What follows belongs to an exercise in optimizing a design on an open flow for small area; a production flow would make more cautious choices. Where RTL was checked, it was by simulation tests only, not by an equivalence proof against the original. For run 4, only the layout was checked, not whether the RTL still works. No driver is modelled on the clock port, so clocking that relies on it looks cheaper here than on a real chip. Power and IR drop assume default switching activity.

==> flow/config.mk <==
export PLATFORM = sky130hd
export DESIGN_NAME = Seven_Segment
export DESIGN_NICKNAME = Seven_Segment
export VERILOG_FILES = /design/flow/design.v
export SDC_FILE = /design/flow/constraint.sdc
export NUM_CORES = 4
export LEC_CHECK = 0
export ABC_AREA = 1
export CAP_MARGIN = 20
export CORE_MARGIN = 2
export CORE_UTILIZATION = 40
export GPL_TIMING_DRIVEN = 0
export PLACE_DENSITY = 0.65
export SLEW_MARGIN = 20
==> flow/constraint.sdc <==
create_clock -name core_clock -period 5.0 [get_ports {CLK}]
set_input_delay 1.0000 -clock core_clock [delete_from_list [all_inputs] [get_ports {CLK}]]
set_output_delay 1.0000 -clock core_clock [all_outputs]
set_load 0.01 [all_outputs]
==> flow/design.v <==
module debouncer(
    input CLK,
    input rst,
    input mask,
    input switch_input,
    output trans_dn
    );
reg sync_0, sync_1;
always @(posedge CLK)
begin
  sync_0 <= switch_input;
  sync_1 <= sync_0;
end
wire level = sync_1 & ~mask;
reg [4:0] count;
reg state;
wire idle = (state == level);
wire low0 = ~|count[3:0];
wire finished = count[4] & low0;
always @(posedge CLK)
begin
  if (idle)
    count <= 5'd0;
  else
    count <= {count[3:0], count[4] ^ count[1] ^ low0};
end
always @(posedge CLK)
begin
  if (rst)
    state <= 1'b0;
  else if (~idle & finished)
    state <= ~state;
end
assign trans_dn = ~idle & finished & ~state;
endmodule
module decoder_7_seg(
   input [3:0] d,
   output [7:0] SEG
   );
assign SEG[0] = 1'b1;
assign SEG[1] = (d[0] & ~d[1]) | (d[1] & ~d[2] & d[3]);
assign SEG[2] = (d[1] & ~d[2] & ~d[3]) | (~d[1] & ~d[2] & d[3]);
assign SEG[3] = (~d[1] & d[2] & d[3]);
assign SEG[4] = (d[0] & ~d[1]) | (d[1] & d[3]);
assign SEG[5] = (d[1]) | (d[0]);
assign SEG[6] = (d[2] & d[3]) | (~d[0] & d[1] & d[2]) | (d[1] & d[3]);
assign SEG[7] = (~d[1] & ~d[2] & ~d[3]) | (d[1] & d[3]);
endmodule
module display_7_seg(
    input CLK,
    input rst,
    input [15:0] digits,
    output step,
    output tick,
    output p0,
    output early,
    output tick_prev,
    output tick_now,
    output [7:0] SEG,
    output [3:0] DIGIT
    );
reg [4:0] p5;
reg [1:0] q;
reg [2:0] m;
wire idle0 = m[2] & m[1];                  
assign step = p5[4] & ~p5[3] & ~p5[1] & ~p5[0];  
reg tick_r;
always @(posedge CLK)
  tick_r <= ~rst & p5[4] & p5[3] & ~p5[2] & ~p5[0] & m[2] & ~m[1] & q[0];
assign tick = tick_r;
assign p0 = (p5 == 5'd0);
wire fb = (p5[0] & p5[2] & p5[4]) | (~p5[2] & ~p5[4]) | (~p5[0] & p5[3] & ~p5[4]);
assign early = idle0 & (p5[4:1] == 4'd0);   
assign tick_prev = ~m[2] & ~m[1] & m[0] & q[0];   
assign tick_now = ~m[2] & ~m[1] & ~m[0] & ~q[0];  
always @(posedge CLK)
begin
  if (rst)
    p5 <= 5'd0;
  else
    p5 <= {p5[3:0], fb};
end
always @(posedge CLK)
begin
  if (rst)
  begin
    q <= 2'd0;
    m <= 3'd7;
  end
  else if (step)
  begin
    q <= q + 2'd1;
    m <= {m[0] & m[1] & ~m[2], m[0] ^ m[1], ~(m[0] ^ m[2])};
  end
end
assign DIGIT = idle0 ? 4'b0000 : ~(4'b0001 << (q - 2'd1));
wire [1:0] sel = q - 2'd1 - {1'b0, p0};
wire [3:0] d = digits[{sel, 2'b00} +: 4];
wire [7:0] code;
decoder_7_seg decoder(.d (d), .SEG (code));
assign SEG = (p0 & idle0) ? 8'd0 : code;
endmodule
module Seven_Segment(
    input CLK,
    input rst,
    input switch_up,
    input switch_clear,
    input switch_stop,
    output [7:0] SEG,
    output [3:0] DIGIT,
    output reg [23:0] io_led
    );
wire step, tick, p0, early, tick_prev, tick_now;
reg [15:0] B;
display_7_seg display(.CLK (CLK), .rst (rst), .digits (B), .step (step),
		.tick (tick), .p0 (p0), .early (early), .tick_prev (tick_prev),
		.tick_now (tick_now), .SEG (SEG), .DIGIT (DIGIT));
wire s_up, s_clear, s_stop;
debouncer d1(.CLK (CLK), .rst (rst), .mask (early), .switch_input (switch_up), .trans_dn (s_up));
debouncer d2(.CLK (CLK), .rst (rst), .mask (early), .switch_input (switch_clear), .trans_dn (s_clear));
debouncer d3(.CLK (CLK), .rst (rst), .mask (early), .switch_input (switch_stop), .trans_dn (s_stop));
reg run, dir;
always @(posedge CLK)
begin
  if (rst)
  begin
    run <= 1'b0;
    dir <= 1'b1;
  end
  else if (s_stop)
    run <= ~run;
  else if (s_clear)
    run <= 1'b0;
  else if (s_up)
  begin
    run <= 1'b1;
    dir <= run & ~dir;
  end
end
wire cnt = tick & run;
wire clr_led = rst | (s_clear & ~cnt);
wire [24:0] tog;
assign tog[0] = cnt;
genvar gi;
generate
  for (gi = 0; gi < 24; gi = gi + 1)
  begin : led
    assign tog[gi+1] = tog[gi] & ~(io_led[gi] ^ dir);
    always @(posedge CLK)
      io_led[gi] <= ~clr_led & (io_led[gi] ^ tog[gi]);
  end
endgenerate
reg Z, W, cp, cd, ce;
always @(posedge CLK)
  ce <= s_clear;
always @(posedge CLK)
begin
  if (rst)
    cp <= 1'b0;
  else if (tick)
    cp <= run;
end
always @(posedge CLK)
  if (tick)
    cd <= dir;
always @(posedge CLK)
begin
  if (rst)
  begin
    Z <= 1'b1;
    W <= 1'b0;
  end
  else if (p0)
  begin
    Z <= s_clear | (ce & ~(tick_now & cp));
    W <= ce & tick_now & cp & ~s_clear;
  end
  else if (~step)
  begin
    Z <= Z | s_clear;
    W <= W & ~s_clear;
  end
end
function [3:0] bump;
  input [3:0] b;
  input up;
  begin
    bump[0] = (~b[0] & b[2] & ~b[3] & up) | (~b[2] & ~b[3] & ~up);
    bump[1] = (~b[1]);
    bump[2] = (~b[0] & b[2] & up) | (~b[3] & ~up) | (b[3] & up);
    bump[3] = (~b[2] & up) | (~b[0] & b[2] & ~up);
  end
endfunction
function lim;
  input [3:0] b;
  input up;
  lim = up ? ((b[0] & b[1])) : ((~b[1] & ~b[2] & ~b[3]));
endfunction
wire inc = tick_prev & cp;
wire [3:0] k;
assign k[0] = 1'b1;
assign k[1] = lim(B[3:0], cd);
assign k[2] = k[1] & lim(B[7:4], cd);
assign k[3] = k[2] & lim(B[11:8], cd);
generate
  for (gi = 0; gi < 4; gi = gi + 1)
  begin : dig
    always @(posedge CLK)
      if (p0 & (Z | (inc & (k[gi] | W))))
        B[4*gi +: 4] <= (Z | ~k[gi]) ? 4'd0 : bump(B[4*gi +: 4], cd);
  end
endgenerate
endmodule
==> flow/flow/run.sh <==
#!/bin/bash
# Layout flow.
#  1. the standard synthesis (the reference for register names and cells).
#  2. The same ORFS synthesis again in a second work folder, with a stronger
#     ABC area script and without the adder cells; it is used only if its
#     registers (names and cells) are exactly the standard synthesis's.
#  3. The standard ORFS flow from floorplan on, with minimum-size port
#     buffers and a clock tree of small clock buffers; after CTS the
#     buffers whose flip-flop clock pins see too much slew are upsized
#     (post_cts.tcl).
set -euo pipefail
W=$PWD
R=$W/orfs/results/$FLOW_PLATFORM/Seven_Segment/base
R2=$W/orfs_my/results/$FLOW_PLATFORM/Seven_Segment/base

bash standard.sh synth > $W/synth_std.log 2>&1
cp $R/1_2_yosys.v $W/netlist_std.v

rm -rf $W/myscripts
cp -r $FLOW_HOME/scripts $W/myscripts
cp $W/flow/area.abc $W/myscripts/abc_area.script
if bash standard.sh WORK_HOME=$W/orfs_my SCRIPTS_DIR=$W/myscripts ADDER_MAP_FILE= ABC_AREA=1 synth > $W/synth_my.log 2>&1 \
   && python3 $W/flow/regs.py $W/netlist_std.v $R2/1_2_yosys.v > $W/regs_check.log 2>&1; then
  echo "using own synthesis" >> $W/regs_check.log
  cp $R2/1_2_yosys.v $W/netlist_my.v
  cp $W/netlist_my.v $R/1_2_yosys.v
  rm -f $R/1_synth.odb $R/1_synth.sdc
else
  echo "using standard synthesis" >> $W/regs_check.log
fi

export BUFFER_PORTS_ARGS="-buffer_cell sky130_fd_sc_hd__buf_1"
export CTS_ARGS="${CTS_ARGS_OVERRIDE:--sink_clustering_enable -repair_clock_nets -dont_use_dummy_load -sink_clustering_size 10 -sink_clustering_max_diameter 30 -buf_list sky130_fd_sc_hd__clkbuf_4}"
export POST_CTS_TCL=$W/flow/post_cts.tcl
bash standard.sh > $W/layout.log 2>&1
==> flow/flow/area.abc <==
strash
dc2
balance; rewrite; refactor; balance; rewrite; rewrite -z; balance; refactor -z; rewrite -z; balance
&get -n
&dch -f
&nf -p -R 1000
&put
strash
dc2
balance; rewrite; refactor; balance; rewrite; rewrite -z; balance; refactor -z; rewrite -z; balance
&get -n
&dch -f
&nf -p -R 1000
&put
topo
==> flow/flow/post_cts.tcl <==
set clk_slew_target 0.115
proc clk_sink_worst {} {
  set worst 0
  set wpin ""
  foreach pin [get_pins -of_objects [all_registers] -filter "is_clock==1"] {
    set s [get_property $pin slew_max]
    if { $s > $worst } { set worst $s; set wpin $pin }
  }
  return [list $worst $wpin]
}
proc pin_driver { pin } {
  set net [get_nets -of_objects $pin]
  foreach p [get_pins -of_objects $net -filter "direction==output"] {
    return [get_cells -of_objects $p]
  }
  return ""
}
set upsized 0
for { set i 0 } { $i < 20 } { incr i } {
  estimate_parasitics -placement
  lassign [clk_sink_worst] worst wpin
  puts "clock-pin slew: worst [format %.4f $worst] at [get_full_name $wpin]"
  if { $worst <= $clk_slew_target } { break }
  set drv [pin_driver $wpin]
  if { $drv == "" } { break }
  set ref [get_property $drv ref_name]
  if { $ref == "sky130_fd_sc_hd__clkbuf_4" } {
    set new sky130_fd_sc_hd__clkbuf_8
  } elseif { $ref == "sky130_fd_sc_hd__clkbuf_8" } {
    set new sky130_fd_sc_hd__clkbuf_16
  } else {
    break
  }
  puts "upsizing [get_full_name $drv] $ref -> $new"
  replace_cell $drv $new
  incr upsized
}
if { $upsized > 0 } {
  detailed_placement
  check_placement -verbose
  estimate_parasitics -placement
  lassign [clk_sink_worst] worst wpin
  puts "clock-pin slew after upsizing: worst [format %.4f $worst]"
}
==> flow/flow/regs.py <==
# regs.py A.v B.v: exit 0 if both netlists hold the same registers (instance name and cell)
import re, sys
def regs(f):
    t = open(f).read()
    return sorted(re.findall(r'^\s*(sky130_fd_sc_hd__(?:df|edf|sdf|dl)\w+)\s+(\S+)\s*\(', t, re.M))
a = regs(sys.argv[1]); b = regs(sys.argv[2])
print(len(a), len(b), 'same' if a == b else 'different')
sys.exit(0 if a == b and len(a) > 0 else 1)
==> flow/standard.sh <==
#!/bin/bash
# synth_recipe.tcl (not shown) runs the flow's synth.tcl, then flattens the netlist and writes it again
# the make line also repeats each setting of config.mk as NAME=value (left out here)
make -C /OpenROAD-flow-scripts/flow DESIGN_CONFIG=/design/flow/config.mk WORK_HOME=/design/flow/orfs CLKGATE_MAP_FILE= SYNTH_SCRIPT=/design/flow/synth_recipe.tcl "${@:-finish}"
==> results of run 1 <==
-- state kept, by name (all words and copies together) (netlist names), 2 cells and up --
name / flops
io_led: 24
B: 16
d1.count: 5
d2.count: 5
d3.count: 5
display.p5: 5
display.m: 3
display.q: 2
-- layer usage --
layer | vias up | wire length [um]
met4 | 0 | 159
met2 | 59 | 2844
met1 | 1287 | 3302
li1 | 1422 | -
met5 | - | 0
met3 | 14 | 338
-- critical path: cells and delay by family, from the launching register on --
| kind | cells | cell delay [ns] |
|---|---|---|
| AOI/OAI and AO/OA | 10 | 3.06 |
| DFF | 1 | 0.61 |
| xor gates and xnor gates | 1 | 0.12 |
| and+or+nand+nor | 3 | 0.46 |
-- final cells by class --
| class | count | area, sq um |
|---|---|---|
| fill | 828 | 4708 |
| sequential | 82 | 1815 |
| multi-input combinational | 285 | 1702 |
| timing repair buffer | 40 | 150.1 |
| tap | 108 | 135.1 |
| clock buffer | 9 | 98.84 |
| inverter | 7 | 26.28 |
-- report_power, final --
group / switching [W] / total, W / internal [W]
clock: 0.000198 / 0.000324 / 0.000126
sequential: 0.0000168 / 0.000712 / 0.000695
combinational: 0.0000584 / 0.0000948 / 0.0000364
-- worst max-delay path by stage --
stage	endpoint	start	cells after the start	slack [ns]
after floorplan	io_led[22]	dir	14	0.42
after global placement	io_led[23]	dir	14	-0.54
final	io_led[23]	dir	14	0.59
after global routing	io_led[23]	dir	14	0.03
after detailed placement	io_led[22]	dir	14	-0.27
-- stage by stage --
step	util	instance area (sq um)	cells
after floorplan	-	3536	374
after global placement	0.4425	3821	522
after detailed placement	0.4426	3822	522
final	0.4548	3928	531
after global routing	0.4548	3928	531
==> results.json, run 1 <==
{
  "area_delta_synth_final_pct": 11.08,
  "max_slew_margin": 0.4244,
  "finalClockSkew_ns": 0.02190,
  "clk_pin_slew_ns": 0.08,
  "cp.required_ns": 5.26,
  "setup_viol": 0,
  "coreArea_sq_um": 8636,
  "end_kind": "flip-flop",
  "routedWlPerCell_um": 12.51,
  "cap_violations": 0,
  "grt_busiest_layer": "met2",
  "dr.pass1.iters": 5,
  "drc": 0,
  "use_met3": 0.04080,
  "use_met2": 0.2139,
  "hp-start": "d3.sync_0",
  "synth.avg_cell_area_sq_um": 9.454,
  "antenna_cells": 0,
  "final_nets": 430,
  "critPathSlowestCell": "dfxtp_4",
  "mostFrequentLayoutCells": "dfxtp_1 (64), nor2_1 (52), buf_1 (40), a21oi_1 (35), nor3_1 (23)",
  "synthCells": 374,
  "dp_hpwl_um": 4626,
  "outcome": "finished clean",
  "place_congestion": 0.8334,
  "ff2ff_path_depth": 14,
  "start_kind": "flip-flop",
  "wl_um": 6645,
  "drive_gt1_frac": 0.03310,
  "r2r_start": "dir",
  "routed_via_density": 5.239,
  "grt-ovfl-total": 0,
  "holdPathStages": 0,
  "clock_sinks": 82,
  "power_w": 0.001131,
  "start_util": 0.4094,
  "finalSetupTns_ns": 0,
  "final-hold-violation-count": 0,
  "die_y_um": 98.02,
  "grt_antenna_before_repair": 0,
  "timing.rr.end": "io_led[23]",
  "fin_crit_sh": 0.8827,
  "crit_chain": "xor2_1 -> nor2_1 -> o21ai_0 -> a21oi_1 -> a21boi_1 -> o21ai_0 -> a21oi_2 -> a21boi_1 -> a21boi_1 -> a21boi_1 -> o21ai_0 -> a21oi_1 -> and3_1 -> nor3_1",
  "drt_iter0_drc": 71,
  "grt_pass1_wl_um": 11320,
  "cts_tree": "yes",
  "std_cell_rows": 34,
  "use_met1": 0.1900,
  "setup_slack_ns": 0.5865,
  "dp_slack_ns": -0.2714,
  "tightestPinTransition_ns": 0.8634,
  "path_max_fanout": 37,
  "powerDensity_nw_per_um2": 288.0,
  "period_minus_slack_ns": 4.413,
  "cp.arrival_ns": 4.68,
  "synth_nets": 379,
  "leakagePower_nw": 1.327,
  "antenna_left": 0,
  "hold_ws_ns": 0.3315,
  "r2r_slack_ns": 0.59,
  "report.final.slew_viol_count": 0,
  "grt_pass1_vias": 2526,
  "io_buffer_count": 40,
  "synth_area_sq_um": 3536,
  "ir_drop_uv": 125.9,
  "slowest_delay_ns": 0.61,
  "fmax_ghz": 0.2266,
  "grt_max_degree": 38,
  "io_pins": 41,
  "die_x_um": 98.02,
  "yosysWarnings": 3,
  "vias": 2782,
  "dieArea_sq_um": 9608,
  "path_class": "flip-flop to flip-flop",
  "hold_path.class": "flip-flop to flip-flop",
  "track_usage": 0.1422,
  "whs_endpoint": "d3.sync_1",
  "rsz0062_at_grt": "false",
  "cpMostUsedCell": "a21boi_1",
  "final_common_cell": "dfxtp_1",
  "clk_latency_ns": 0.43
}
==> run 2: changes to the inputs <==
--- a/flow/config.mk
+++ b/flow/config.mk
@@ -9,6 +9,6 @@
 export CAP_MARGIN = 20
 export CORE_MARGIN = 2
-export CORE_UTILIZATION = 40
+export CORE_UTILIZATION = 60
 export GPL_TIMING_DRIVEN = 0
-export PLACE_DENSITY = 0.65
+export PLACE_DENSITY = 0.85
 export SLEW_MARGIN = 20
==> results.json, run 2 <==
{
  "cp_top_family": "compound AO/OA/AOI/OAI gates",
  "synthCells": 374,
  "dp_slack_ns": -0.2821,
  "grt_pass1_wl_um": 10740,
  "antenna_cells": 0,
  "grt_antenna_before_repair": 0,
  "track_usage": 0.2131,
  "dp_hpwl_um": 4737,
  "drive_gt1_frac": 0.03302,
  "setup_viol": 0,
  "r2r_start": "dir",
  "path_class": "flip-flop to flip-flop",
  "max_slew_margin": 0.4490,
  "hold_ws_ns": 0.3414,
  "timing.rr.end": "io_led[23]",
  "power_frac_seq": 0.644,
  "start_util": 0.6305,
  "ir_drop_uv": 161.3,
  "crit_chain": "xor2_1 -> nor2_1 -> o21ai_0 -> a21oi_1 -> a21boi_1 -> o21ai_0 -> a21oi_1 -> a21boi_1 -> a21boi_1 -> a21boi_1 -> o21ai_0 -> a21oi_1 -> and3_1 -> nor3_1",
  "report.final.slew_viol_count": 0,
  "powerDensity_nw_per_um2": 284.2,
  "cts_tree": "yes",
  "multi_input_comb_area_sq_um": 1698,
  "cap_violations": 0,
  "wl_met2_um": 3229,
  "tightestPinTransition_ns": 0.8266,
  "area_delta_synth_final_pct": 10.05,
  "critPathLaunch": "dir",
  "vias": 2838,
  "cp.required_ns": 5.27,
  "final-hold-violation-count": 0,
  "place_congestion": 0.8814,
  "crit_buf_inv": 0,
  "grt-ovfl-total": 0,
  "drt-met1-wl_um": 3069,
  "wl_um": 6825,
  "finish.utilization": 0.6939,
  "synth_area_sq_um": 3536,
  "io_buffer_count": 40,
  "start_kind": "flip-flop",
  "period_minus_slack_ns": 4.403,
  "fill_cells": 452,
  "synth_nets": 379,
  "max_flop_register": "io_led",
  "finalClockSkew_ns": 0.02641,
  "cp.depth": 14,
  "antenna_left": 0,
  "coreArea_sq_um": 5608,
  "drt_iter0_drc": 157,
  "grt_max_degree": 38,
  "end_kind": "flip-flop",
  "ff2ff_path_depth": 14,
  "wl_met3_um": 422,
  "cp.arrival_ns": 4.67,
  "dieArea_sq_um": 6523,
  "reg_top3": "io_led: 24 flops, B: 16 flops",
  "leakagePower_nw": 1.336,
  "clk_latency_ns": 0.42,
  "rsz0062_at_grt": "false",
  "largest_reg_flops": 24,
  "final_nets": 431,
  "switchingPower_w": 0.0002647,
  "finalSetupTns_ns": 0,
  "p_int_w": 0.0008410,
  "routed_via_density": 5.722,
  "cpMostUsedCell": "a21boi_1",
  "comb_power_share": 0.087,
  "setup_slack_ns": 0.5969,
  "synth.avg_cell_area_sq_um": 9.454,
  "r2r_slack_ns": 0.60,
  "swShare": 0.2394,
  "die_y_um": 80.77,
  "dr.pass1.iters": 4,
  "slowest_delay_ns": 0.43,
  "drc": 0,
  "regArea_sq_um": 1815,
  "die_x_um": 80.77,
  "yosysWarnings": 3,
  "fin_crit_sh": 0.8806,
  "clkPwrFrac": 0.269,
  "clock_sinks": 82,
  "holdPathStages": 0,
  "final_common_cell": "dfxtp_1",
  "cp-endpoint": "io_led[23]",
  "critPathSlowestCell": "dfxtp_4",
  "std_cell_rows": 27,
  "outcome": "finished clean",
  "highest-signal-layer": "met4",
  "mostFrequentLayoutCells": "dfxtp_1 (64), nor2_1 (52), buf_1 (40), a21oi_1 (36), nor3_1 (23)",
  "hold_path.class": "flip-flop to flip-flop",
  "path_max_fanout": 20,
  "place_area_sq_um": 3777,
  "final_cell_area_sq_um": 3891,
  "io_pins": 41,
  "clk_pin_slew_ns": 0.09,
  "grt_pass1_vias": 2481,
  "routedWlPerCell_um": 13.76,
  "fmax_ghz": 0.2271
}
## run 2: worst min-delay path by stage
stage | from | endpoint | slack [ns]
final | d2.sync_0 | d2.sync_1 | 0.34
after floorplan | d1.sync_0 | d1.sync_1 | 0.31
after global routing | d2.sync_0 | d2.sync_1 | 0.35
after global placement | d2.sync_0 | d2.sync_1 | 0.31
after detailed placement | d2.sync_0 | d2.sync_1 | 0.32
## run 2: stage by stage
stage                      power, W  std cells
after detailed placement  0.0008239        486
after global routing       0.001158        496
after floorplan           0.0007936        374
final                      0.001106        496
after global placement    0.0008191        486
## run 2: metal layers
metal | vias up | GRT usage
met2 | 78 | 0.3467
met1 | 1329 | 0.2710
met5 | - | 0
li1 | 1421 | -
met3 | 10 | 0.05667
met4 | 0 | 0.08814
## run 2: power by group through the flow
stage | registers (W) | logic, W | clock network [W]
after global routing | 0.000715 | 0.000107 | 0.000336
after global placement | 0.000727 | 0.0000918 | 0
after floorplan | 0.000722 | 0.0000716 | 0
after detailed placement | 0.000728 | 0.0000958 | 0
final | 0.000712 | 0.0000964 | 0.000297
## run 2: cell type report
cell class | instances | area share
Sequential cell | 82 | 0.4666
Timing Repair Buffer | 41 | 0.04502
Inverter | 7 | 0.006752
Multi-Input combinational cell | 285 | 0.4363
Tap cell | 72 | 0.02315
Clock buffer | 9 | 0.02219
==> run 3: changes to the inputs <==
--- a/flow/config.mk
+++ b/flow/config.mk
@@ -9,5 +9,5 @@
 export CAP_MARGIN = 20
 export CORE_MARGIN = 2
-export CORE_UTILIZATION = 60
+export CORE_UTILIZATION = 40
 export GPL_TIMING_DRIVEN = 0
 export PLACE_DENSITY = 0.85
==> results.json, run 3 <==
{
  "final_nets": 430,
  "synth.avg_cell_area_sq_um": 9.454,
  "critPathSlowestCell": "dfxtp_4",
  "yosysWarnings": 3,
  "period_minus_slack_ns": 4.424,
  "io_pins": 41,
  "dieArea_sq_um": 9608,
  "finish.utilization": 0.4531,
  "p_int_w": 0.0008329,
  "synth_area_sq_um": 3536,
  "area_delta_synth_final_pct": 10.65,
  "io_buffer_count": 40,
  "synthCells": 374,
  "die_y_um": 98.02,
  "wl_um": 7051,
  "antenna_left": 0,
  "finalSetupTns_ns": 0,
  "setup_slack_ns": 0.5756,
  "cp.arrival_ns": 4.66,
  "drive_gt1_frac": 0.03546,
  "ir_drop_uv": 170.0,
  "antenna_cells": 0,
  "grt_pass1_vias": 2790,
  "leakagePower_nw": 1.319,
  "end_kind": "flip-flop",
  "clk_latency_ns": 0.41,
  "multi_input_comb_area_sq_um": 1705,
  "report.final.slew_viol_count": 0,
  "vias": 2828,
  "fill_cells": 854,
  "finalClockSkew_ns": 0.03068,
  "reg_top3": "io_led: 24 flops, B: 16 flops",
  "start_kind": "flip-flop",
  "wl_met2_um": 3542,
  "regArea_sq_um": 1815,
  "switchingPower_w": 0.0002644,
  "fmax_ghz": 0.2260,
  "rsz0062_at_grt": "false",
  "cts_tree": "yes",
  "routedWlPerCell_um": 13.28,
  "tightestPinTransition_ns": 0.9128,
  "highest-signal-layer": "met4",
  "coreArea_sq_um": 8636,
  "largest_reg_flops": 24,
  "setup_viol": 0,
  "grt_antenna_before_repair": 0,
  "die_x_um": 98.02,
  "cap_violations": 0,
  "clk_pin_slew_ns": 0.08,
  "clkPwrFrac": 0.262,
  "power_frac_seq": 0.649,
  "track_usage": 0.1529,
  "drc": 0,
  "crit_chain": "xor2_1 -> nor2_1 -> o21ai_0 -> a21oi_1 -> a21boi_1 -> o21ai_0 -> a21oi_1 -> a21boi_1 -> a21boi_2 -> a21boi_1 -> o21ai_0 -> a21oi_2 -> and3_1 -> nor3_1",
  "powerDensity_nw_per_um2": 280.5,
  "start_util": 0.4094,
  "synth_nets": 379,
  "routed_via_density": 5.326,
  "max_slew_margin": 0.3915,
  "dp_hpwl_um": 4988,
  "std_cell_rows": 34,
  "wl_met3_um": 306,
  "cp.required_ns": 5.23,
  "hold_ws_ns": 0.3317,
  "place_congestion": 0.8204,
  "dr.pass1.iters": 4,
  "swShare": 0.2410,
  "hold_path.class": "flip-flop to flip-flop",
  "comb_power_share": 0.088,
  "grt_max_degree": 38,
  "max_flop_register": "io_led",
  "place_area_sq_um": 3822,
  "path_class": "flip-flop to flip-flop",
  "path_max_fanout": 37,
  "grt-ovfl-total": 0,
  "grt_pass1_wl_um": 12210,
  "mostFrequentLayoutCells": "dfxtp_1 (64), nor2_1 (52), buf_1 (40), a21oi_1 (35), nor3_1 (23)",
  "outcome": "finished clean",
  "fin_crit_sh": 0.8849,
  "dp_slack_ns": -0.3614,
  "final-hold-violation-count": 0,
  "slowest_delay_ns": 0.61,
  "final_cell_area_sq_um": 3913,
  "drt_iter0_drc": 118,
  "clock_sinks": 82,
  "drt-met1-wl_um": 3165,
  "final_common_cell": "dfxtp_1"
}
-- run 3: final timing paths --
path                endpoint  cells past startpoint  slack [ns]      start
setup reg to reg  io_led[23]                     14        0.58        dir
setup / recovery  io_led[23]                     14        0.58        dir
hold / removal     d1.sync_1                      0        0.33  d1.sync_0
hold reg to reg    d1.sync_1                      0        0.33  d1.sync_0
-- run 3: stage by stage --
stage | total power (W) | instances
after floorplan | 0.0007936 | 374
after global placement | 0.0008182 | 522
after detailed placement | 0.0008247 | 522
after global routing | 0.001153 | 531
final | 0.001097 | 531
-- run 3: layer usage --
metal	vias up	GRT usage
li1	1422	-
met1	1344	0.1811
met2	57	0.2713
met5	-	0
met4	0	0.03739
met3	5	0.04653
-- run 3: layout make-up --
| type | instances | share of cell area |
|---|---|---|
| Clock buffer | 9 | 0.02047 |
| Inverter | 7 | 0.006716 |
| Multi-Input combinational cell | 285 | 0.4359 |
| Sequential cell | 82 | 0.4640 |
| Tap cell | 108 | 0.03454 |
| Timing Repair Buffer | 40 | 0.03838 |
-- run 3: critical path: cells and delay by family, from the launching register on --
kind	cells	cell delay (ns)
flops	1	0.61
compound gates	10	3.08
simple gates	3	0.46
xor+xnor	1	0.12
-- run 3: power by group through the flow --
stage	clock network, W	logic (W)	registers (W)
after floorplan	0	0.0000716	0.000722
after global placement	0	0.0000911	0.000727
after detailed placement	0	0.0000965	0.000728
after global routing	0.000329	0.000109	0.000716
final	0.000288	0.0000969	0.000713
==> run 4: changes to the inputs <==
--- a/flow/design.v
+++ b/flow/design.v
@@ -67,11 +67,11 @@
 reg tick_r;
 always @(posedge CLK)
-  tick_r <= ~rst & p5[4] & p5[3] & ~p5[2] & ~p5[0] & m[2] & ~m[1] & q[0];
+  tick_r <= ~rst & p5[4] & p5[3] & ~p5[2] & ~p5[0] & m[2] & ~m[1] & ~q[0];
 assign tick = tick_r;
 assign p0 = (p5 == 5'd0);
 wire fb = (p5[0] & p5[2] & p5[4]) | (~p5[2] & ~p5[4]) | (~p5[0] & p5[3] & ~p5[4]);
 assign early = idle0 & (p5[4:1] == 4'd0);   
-assign tick_prev = ~m[2] & ~m[1] & m[0] & q[0];   
-assign tick_now = ~m[2] & ~m[1] & ~m[0] & ~q[0];  
+assign tick_prev = ~m[2] & ~m[1] & m[0] & ~q[0];   
+assign tick_now = ~m[2] & ~m[1] & ~m[0] & q[0];  
 always @(posedge CLK)
 begin
@@ -85,5 +85,5 @@
   if (rst)
   begin
-    q <= 2'd0;
+    q <= 2'd3;
     m <= 3'd7;
   end
@@ -94,6 +94,6 @@
   end
 end
-assign DIGIT = idle0 ? 4'b0000 : ~(4'b0001 << (q - 2'd1));
-wire [1:0] sel = q - 2'd1 - {1'b0, p0};
+assign DIGIT = idle0 ? 4'b0000 : ~(4'b0001 << q);
+wire [1:0] sel = q - {1'b0, p0};
 wire [3:0] d = digits[{sel, 2'b00} +: 4];
 wire [7:0] code;
==> results.json, run 4 <==
{
  "multi_input_comb_area_sq_um": 1678,
  "powerDensity_nw_per_um2": 282.3,
  "grt_pass1_vias": 2774,
  "setup_viol": 0,
  "max_flop_register": "io_led",
  "area_delta_synth_final_pct": 11.25,
  "swShare": 0.2487,
  "max_slew_margin": 0.4505,
  "report.final.slew_viol_count": 0,
  "std_cell_rows": 34,
  "holdPathStages": 0,
  "finish.utilization": 0.4544,
  "start_kind": "flip-flop",
  "path_max_fanout": 8,
  "finalClockSkew_ns": 0.03549,
  "synth_nets": 391,
  "cts_tree": "yes",
  "die_y_um": 97.91,
  "drc": 0,
  "period_minus_slack_ns": 4.357,
  "synthCells": 386,
  "grt_antenna_before_repair": 0,
  "cap_violations": 0,
  "coreArea_sq_um": 8636,
  "whs_endpoint": "d2.sync_1",
  "yosysWarnings": 3,
  "final_common_cell": "dfxtp_1",
  "vias": 2921,
  "clk_latency_ns": 0.43,
  "timing.rr.end": "io_led[23]",
  "final_nets": 443,
  "antenna_cells": 0,
  "outcome": "finished clean",
  "routedWlPerCell_um": 12.93,
  "reg_top3": "io_led: 24 flops, B: 16 flops",
  "die_x_um": 97.91,
  "final-hold-violation-count": 0,
  "rsz0062_at_grt": "false",
  "grt-ovfl-total": 0,
  "routed_via_density": 5.369,
  "dieArea_sq_um": 9585,
  "hold_path.class": "flip-flop to flip-flop",
  "path_class": "flip-flop to primary output",
  "r2r_slack_ns": 0.69,
  "dp_slack_ns": 0.02305,
  "mostFrequentLayoutCells": "dfxtp_1 (64), nor2_1 (55), a21oi_1 (44), buf_1 (40), nor3_1 (24)",
  "power_frac_seq": 0.644,
  "use_met1": 0.1856,
  "drt_iter0_drc": 119,
  "synth.avg_cell_area_sq_um": 9.138,
  "setup_slack_ns": 0.6428,
  "drive_gt1_frac": 0.02523,
  "dp_hpwl_um": 4856,
  "wl_um": 7036,
  "regArea_sq_um": 1815,
  "comb_power_share": 0.090,
  "grt_max_degree": 38,
  "synth_area_sq_um": 3527,
  "use_met2": 0.2508,
  "antenna_left": 0,
  "cp.required_ns": 4.00,
  "tightestPinTransition_ns": 0.8242,
  "fin_crit_sh": 0.8714,
  "p_int_w": 0.0008323,
  "track_usage": 0.1519,
  "ir_drop_uv": 169.0,
  "largest_reg_flops": 24,
  "io_buffer_count": 40,
  "place_congestion": 0.7879,
  "fill_cells": 826,
  "hp-start": "d2.sync_0",
  "switchingPower_w": 0.0002756,
  "ff2ff_path_depth": 14,
  "start_util": 0.4084,
  "clk_pin_slew_ns": 0.11,
  "leakagePower_nw": 1.358,
  "r2r_start": "dir",
  "grt_pass1_wl_um": 12000,
  "io_pins": 41,
  "fmax_ghz": 0.2295,
  "dr.pass1.iters": 4,
  "clkPwrFrac": 0.266,
  "clock_sinks": 82,
  "use_met3": 0.04653,
  "grt_busiest_layer": "met2",
  "end_kind": "primary output",
  "cp.arrival_ns": 3.36
}
-- run 4: metrics by stage --
step                total power [W]  hold WS [ns]  setup TNS, ns  instances  instance area (sq um)
global route               0.001166        0.3388              0        544                   3924
finish                     0.001108        0.3325              0        544                   3924
global placement          0.0008230        0.3129        -0.2670        534                   3812
detailed placement        0.0008281        0.3161              0        534                   3814
floorplan                 0.0007967        0.3096              0        386                   3527
-- run 4: worst max-delay path by stage --
stage,start,end,slack (ns),depth (start not counted)
6_report,display.p5[4],SEG[1],0.64,10
5_1_grt,display.p5[4],SEG[1],0.14,10
3_5_place_dp,dir,io_led[23],0.02,14
3_3_place_gp,dir,io_led[23],-0.12,14
2_1_floorplan,dir,io_led[22],0.76,14
-- run 4: cell type report --
class,instances,area share
clock buffer,9,0.02041
multi-input combinational,294,0.4276
sequential,82,0.4627
timing repair buffer,41,0.04528
tap,108,0.03444
inverter,10,0.009566
-- run 4: critical path, cell delays in order (launching register included) --
cell and delay [ns]:
dfxtp_1 0.37, nor4_1 0.43, and2_0 0.34, nor2_1 0.07, nor2_1 0.34, o21ai_0 0.16
o22ai_1 0.41, o21a_1 0.22, a21boi_0 0.23, a21boi_0 0.20, buf_1 0.17
-- run 4: per-layer routing --
metal / wire, um / share of wire
met1: 3207 / 0.46
met2: 3330 / 0.47
met3: 387 / 0.055
met4: 110 / 0.016
met5: 0 / 0
-- run 4: power groups by stage --
| stage | clock network [W] | registers, W | logic, W |
|---|---|---|---|
| 2_1_floorplan | 0 | 0.000723 | 0.0000739 |
| 3_3_place_gp | 0 | 0.000728 | 0.0000955 |
| 3_5_place_dp | 0 | 0.000728 | 0.0000996 |
| 5_1_grt | 0.000335 | 0.000717 | 0.000114 |
| 6_report | 0.000295 | 0.000713 | 0.0000998 |

what the ideal ports hide:
The flow's constraints put no driver on any port. The routed layouts listed below were extracted and timed again, unchanged, in two steps. Step 1 (the two cells are an assumption about what drives the block):
set clk [get_ports {CLK}]
set_driving_cell -lib_cell sky130_fd_sc_hd__clkbuf_16 $clk
set_driving_cell -lib_cell sky130_fd_sc_hd__buf_2 [delete_from_list [all_inputs] $clk]
Step 2 times the ports against the registers' clock, not the clock port: input delays grow and output delays shrink by t, the midpoint of the rising clock arrivals with the driver on. Three values: ideal, step 1, step 2; two values: the first two.
run	t, ns	setup WS [ns]	clock arrival spread, ns	cell pins on the clock port's net
run 1	0.444	0.587 / 0.587 / 0.587	0.022 / 0.022	1
run 2	0.433	0.597 / 0.597 / 0.597	0.027 / 0.027	1
run 3	0.417	0.576 / 0.576 / 0.576	0.031 / 0.031	1
run 4	0.441	0.643 / 0.610 / 0.694	0.036 / 0.036	1
After both steps setup and hold are still met in every run listed.
